This is an optimization exercise on Yosys and OpenROAD, whose aim is small area, not a production implementation.
RTL that was checked went through simulation tests only; none was proved equivalent to the original.
The clock port is modelled as an ideal driver; clocking choices that lean on that would not hold on a real chip.
Power figures rest on the tool's default switching activity, not on a simulated workload.

==> flow/design.v (excerpt) <==
module pong_top(
    input clk, rst,
    input btn_up, btn_down,
    output hsync, vsync,
    output [2:0] vga_rgb
    );
Size: about 480 cells after synthesis, roughly 86 flip-flops, roughly 9 I/O pins.
==> flow/config.mk <==
export PLATFORM = sky130hd
export DESIGN_NAME = pong_top
export DESIGN_NICKNAME = pong_top
export VERILOG_FILES = /design/flow/design.v
export SDC_FILE = /design/flow/constraint.sdc
export NUM_CORES = 4
export LEC_CHECK = 0
export CAP_MARGIN = 20
export CORE_MARGIN = 2
export CORE_UTILIZATION = 75
export PLACE_DENSITY = 0.9
export SLEW_MARGIN = 20
==> flow/constraint.sdc <==
create_clock -name core_clock -period 10.0 [get_ports {clk}]
set_input_delay 2.0000 -clock core_clock [delete_from_list [all_inputs] [get_ports {clk}]]
set_output_delay 2.0000 -clock core_clock [all_outputs]
set_load 0.01 [all_outputs]
standard.sh (not shown) runs the stock make flow with config.mk's settings and CLKGATE_MAP_FILE= SYNTH_SCRIPT=/design/flow/synth_recipe.tcl, a recipe that flattens the netlist after the stock synthesis.
==> flow/flow/run.sh <==
#!/bin/bash
# Layout: the standard flow, with a smaller clock tree (no dummy loads,
# and clkbuf_4 in place of clkbuf_8 where the clock slews stay low; see
# post_cts.tcl) and single-strength port buffers. Each tool's output goes
# to flow.log.
set -euo pipefail
export CTS_ARGS="-sink_clustering_enable -repair_clock_nets -dont_use_dummy_load -buf_list sky130_fd_sc_hd__clkbuf_8 -sink_clustering_size 30 -sink_clustering_max_diameter 100"
export BUFFER_PORTS_ARGS="-buffer_cell sky130_fd_sc_hd__buf_1"
export POST_CTS_TCL="$PWD/flow/post_cts.tcl"
bash standard.sh > flow.log 2>&1
==> flow/flow/post_cts.tcl <==
proc clk_pin_slew_worst {} {
  set w 0
  foreach pin [get_pins -hierarchical */CLK] {
    set s [get_property $pin slew_max]
    if {$s > $w} { set w $s }
  }
  return $w
}
estimate_parasitics -placement
set small sky130_fd_sc_hd__clkbuf_4
foreach inst [[ord::get_db_block] getInsts] {
  set master [[$inst getMaster] getName]
  if {$master ne "sky130_fd_sc_hd__clkbuf_8"} { continue }
  set name [$inst getName]
  replace_cell [get_cells $name] $small
  estimate_parasitics -placement
  set w [clk_pin_slew_worst]
  set h [sta::worst_slack_cmd min]
  if {$w > 0.105 || $h < 0.2e-9} {
    replace_cell [get_cells $name] $master
    estimate_parasitics -placement
    puts "clock buffer $name: kept $master (slew $w, hold slack $h)"
  } else {
    puts "clock buffer $name: now $small (slew $w, hold slack $h)"
  }
}
Edit:
==> flow/flow/run.sh (replaced) <==
#!/bin/bash
# Layout: the standard flow, with a smaller clock tree (no dummy loads)
# and single-strength port buffers. Each tool's output goes to flow.log.
set -euo pipefail
export CTS_ARGS="-sink_clustering_enable -repair_clock_nets -dont_use_dummy_load -buf_list sky130_fd_sc_hd__clkbuf_8 -sink_clustering_size 30 -sink_clustering_max_diameter 100"
export BUFFER_PORTS_ARGS="-buffer_cell sky130_fd_sc_hd__buf_1"
bash standard.sh > flow.log 2>&1
CORE_UTILIZATION = 60   (was 75)
PLACE_DENSITY = 0.8   (was 0.9)
removed: flow/flow/post_cts.tcl
- clock-buffer cell count is unchanged
- setup slack improves by 0.18 ns
- sequential power barely changes
- fmax rose by 3.0%
- final area rose by 1.3%
- via count fell by 4.5%
- global-route usage fell by 7.8 points
Edit:
--- a/flow/flow/run.sh
+++ b/flow/flow/run.sh
@@ -2,2 +2,3 @@
-# Layout: the standard flow, with a smaller clock tree (no dummy loads)
-# and single-strength port buffers. Each tool's output goes to flow.log.
+# Layout: the standard flow, with a smaller clock tree (no dummy loads),
+# single-strength port buffers, and gates downsized where timing allows
+# after clock tree synthesis. Each tool's output goes to flow.log.
@@ -6,0 +8 @@
+export POST_CTS_TCL="$PWD/flow/post_cts.tcl"
==> flow/flow/post_cts.tcl (new file) <==
# After clock tree synthesis and its timing repair: give back the drive
# strength that synthesis added on paths with timing slack to spare.
repair_timing -recover_power 100
The changed run finished with timing, DRC and antenna clean. Design area goes up by 0.38%. Clock-buffer cell count does not change. Register-to-register slack degrades by 0.06 ns. Sequential share of layout area goes down by 0.16 points. Final cell count goes up by 0.34%.
Edit:
--- a/flow/flow/run.sh
+++ b/flow/flow/run.sh
@@ -2,3 +2,5 @@
-# Layout: the standard flow, with a smaller clock tree (no dummy loads),
-# single-strength port buffers, and gates downsized where timing allows
-# after clock tree synthesis. Each tool's output goes to flow.log.
+# Layout: the standard flow, with a smaller clock tree (no dummy loads,
+# and clkbuf_4 in place of clkbuf_8 where the clock slews stay low; see
+# post_cts.tcl), logic gates at drive strength 1 where timing allows (also
+# post_cts.tcl) and single-strength port buffers. Each tool's output goes
+# to flow.log.
==> flow/flow/post_cts.tcl (replaced) <==
proc clk_pin_slew_worst {} {
  set w 0
  foreach pin [get_pins -hierarchical */CLK] {
    set s [get_property $pin slew_max]
    if {$s > $w} { set w $s }
  }
  return $w
}
estimate_parasitics -placement
set small sky130_fd_sc_hd__clkbuf_4
foreach inst [[ord::get_db_block] getInsts] {
  set master [[$inst getMaster] getName]
  if {$master ne "sky130_fd_sc_hd__clkbuf_8"} { continue }
  set name [$inst getName]
  replace_cell [get_cells $name] $small
  estimate_parasitics -placement
  set w [clk_pin_slew_worst]
  set h [sta::worst_slack_cmd min]
  if {$w > 0.105 || $h < 0.2e-9} {
    replace_cell [get_cells $name] $master
    estimate_parasitics -placement
    puts "clock buffer $name: kept $master (slew $w, hold slack $h)"
  } else {
    puts "clock buffer $name: now $small (slew $w, hold slack $h)"
  }
}
proc ds_ok {} {
  if {[sta::worst_slack_cmd max] < 2e-9} { return 0 }
  if {[sta::max_slew_check_slack_limit] < 0.2} { return 0 }
  if {[sta::max_capacitance_check_slack_limit] < 0.2} { return 0 }
  return 1
}
estimate_parasitics -placement
puts "downsize: start slew ratio [sta::max_slew_check_slack_limit] cap ratio [sta::max_capacitance_check_slack_limit] slack [sta::worst_slack_cmd max]"
set lib_cells {}
foreach inst [[ord::get_db_block] getInsts] {
  set master [[$inst getMaster] getName]
  if {![regexp {^(sky130_fd_sc_hd__)([a-z0-9]+)_([0-9]+)$} $master -> pre base drive]} { continue }
  if {$drive <= 1} { continue }
  if {[string match df* $base] || [string match sdf* $base] || [string match *buf* $base] || [string match *inv* $base] || [string match *dly* $base] || [string match conb* $base] || [string match tap* $base] || [string match fill* $base] || [string match decap* $base]} { continue }
  set small "${pre}${base}_1"
  if {[[ord::get_db] findMaster $small] eq "NULL"} { continue }
  set name [$inst getName]
  replace_cell [get_cells $name] $small
  estimate_parasitics -placement
  if {[ds_ok]} {
    puts "downsize: $name $master -> $small"
  } else {
    replace_cell [get_cells $name] $master
    estimate_parasitics -placement
    puts "downsize: $name kept $master"
  }
}
After rerunning:
- design area goes down by 1.4%
- global-route usage goes down by 0.10 points
- power goes down by 4.6%
- critical path depth goes down by 2

========
## 07-12
Another version of the RTL of pong_top (not shown whole).
Size: roughly 510 cells after synthesis, about 9 I/O pins, about 5300 um2 of cells after synthesis.
clock: 10.0 ns
lec_check: 0
cap_margin: 20
core_margin: 2
core_utilization: 40
place_density: 0.6
slew_margin: 20
run.sh (not shown) runs the stock make flow with config.mk's settings and CLKGATE_MAP_FILE= SYNTH_SCRIPT=/design/flow/synth_recipe.tcl, a recipe that flattens the netlist after the stock synthesis.
Stock flow here: none of the scripts above is used.
Every stage of the flow completed for 07-12, and the final layout passed the timing, DRC and antenna checks.
[inputs] 03-20 vs 07-12
# 07-12
export LEC_CHECK = 0
export CAP_MARGIN = 20
export CORE_MARGIN = 2
export CORE_UTILIZATION = 40
export PLACE_DENSITY = 0.6
export SLEW_MARGIN = 20
create_clock -name core_clock -period 10.0 [get_ports {clk}]
# 03-20
export LEC_CHECK = 0
export CAP_MARGIN = 20
export CORE_MARGIN = 2
export CORE_UTILIZATION = 60
export CTS_BUF_LIST = sky130_fd_sc_hd__clkbuf_8
export CTS_CLUSTER_SIZE = 50
export PLACE_DENSITY = 0.8
export SLEW_MARGIN = 20
create_clock -name core_clock -period 10.0 [get_ports {clk}]
==> results.txt <==
- 07-12 has a higher total power consumption of the routed design than 03-20.
- Diff 03-20 and 07-12: worst hold slack lower in 03-20
- When 03-20 is set beside 07-12, its relative contribution of combinational cells to total power turns out to be 0.7 points larger.
- Max freq 07-12 -> 03-20: improved
- Final cell count: 03-20 vs 07-12 down about 10%

========
pong_top, a different RTL version from the one above (not shown whole).
Size in the first run: roughly 86 flip-flops, roughly 9 I/O pins, roughly 0.0053 mm^2 of cells after synthesis.
clock: 10.0 ns
lec_check: 0
cap_margin: 20
core_margin: 2
core_utilization: 60
cts_buf_list: sky130_fd_sc_hd__clkbuf_8
cts_cluster_size: 50
place_density: 0.8
slew_margin: 20
Next try:
==> flow/flow/run.sh (new file) <==
#!/bin/bash
# Layout: the standard flow, with a smaller clock tree (no dummy loads)
# and single-strength port buffers. Each tool's output goes to flow.log.
set -euo pipefail
export CTS_ARGS="-sink_clustering_enable -repair_clock_nets -dont_use_dummy_load -buf_list sky130_fd_sc_hd__clkbuf_8 -sink_clustering_size 30 -sink_clustering_max_diameter 100"
export BUFFER_PORTS_ARGS="-buffer_cell sky130_fd_sc_hd__buf_1"
bash standard.sh > flow.log 2>&1
==> flow/standard.sh (new file) <==
#!/bin/bash
# synth_recipe.tcl (not shown) runs the flow's synth.tcl, then flattens the netlist and writes it again
# the make line also repeats each setting of config.mk as NAME=value (left out here)
make -C /OpenROAD-flow-scripts/flow DESIGN_CONFIG=/design/flow/config.mk WORK_HOME=/design/flow/orfs CLKGATE_MAP_FILE= SYNTH_SCRIPT=/design/flow/synth_recipe.tcl "${@:-finish}"
Settings changed: CTS_BUF_LIST sky130_fd_sc_hd__clkbuf_8 to default, CTS_CLUSTER_SIZE 50 to default.
removed: flow/run.sh
Effect: Non-clock buffer count stays the same. Setup slack stays flat. Clock skew rose by 0.011 ns.
No run of this note included a check of the RTL's function; only the layout flow was run.

[re-timing with driven ports]
How much do the figures lean on ideal ports? The routed layouts below were timed once more, with nothing changed but the port constraints. Step 1: set_driving_cell puts a clkbuf_16 on clk and a buf_2 on each other input, an assumption about the parent block. Step 2 adds t to the input delays and takes it off the output delays; t is the mean of the earliest and latest rising clock arrival at the registers after step 1. Input paths then give back, and output paths get back, about the clock's delay inside the block. a / b / c = ideal ports / drivers / drivers and shift; a / b = the first two.
| run | t (ns) | slack for setup (ns) | worst hold slack (ns) | slew at the worst register clock pin (ns) |
|---|---|---|---|---|
| the first run of note 1 | 0.455 | 3.932 / 3.932 / 3.932 | 0.396 / 0.396 / 0.396 | 0.10 / 0.10 |
| the second run of note 1 | 0.379 | 4.111 / 4.111 / 4.111 | 0.400 / 0.400 / 0.400 | 0.09 / 0.09 |
| the third run of note 1 | 0.383 | 4.049 / 4.049 / 4.049 | 0.399 / 0.399 / 0.399 | 0.09 / 0.09 |
| the fourth run of note 1 | 0.445 | 4.062 / 4.062 / 4.062 | 0.399 / 0.399 / 0.399 | 0.10 / 0.10 |
| 07-12 | 0.391 | 4.808 / 4.808 / 4.808 | 0.454 / 0.454 / 0.454 | 0.07 / 0.07 |
| 03-20 | 0.398 | 4.848 / 4.848 / 4.848 | 0.445 / 0.445 / 0.445 | 0.11 / 0.11 |
| the first run of note 3 | 0.393 | 4.660 / 4.660 / 4.660 | 0.402 / 0.402 / 0.402 | 0.10 / 0.10 |
| the second run of note 3 | 0.374 | 4.657 / 4.657 / 4.657 | 0.391 / 0.391 / 0.391 | 0.09 / 0.09 |
After both steps every run listed still meets setup and hold.
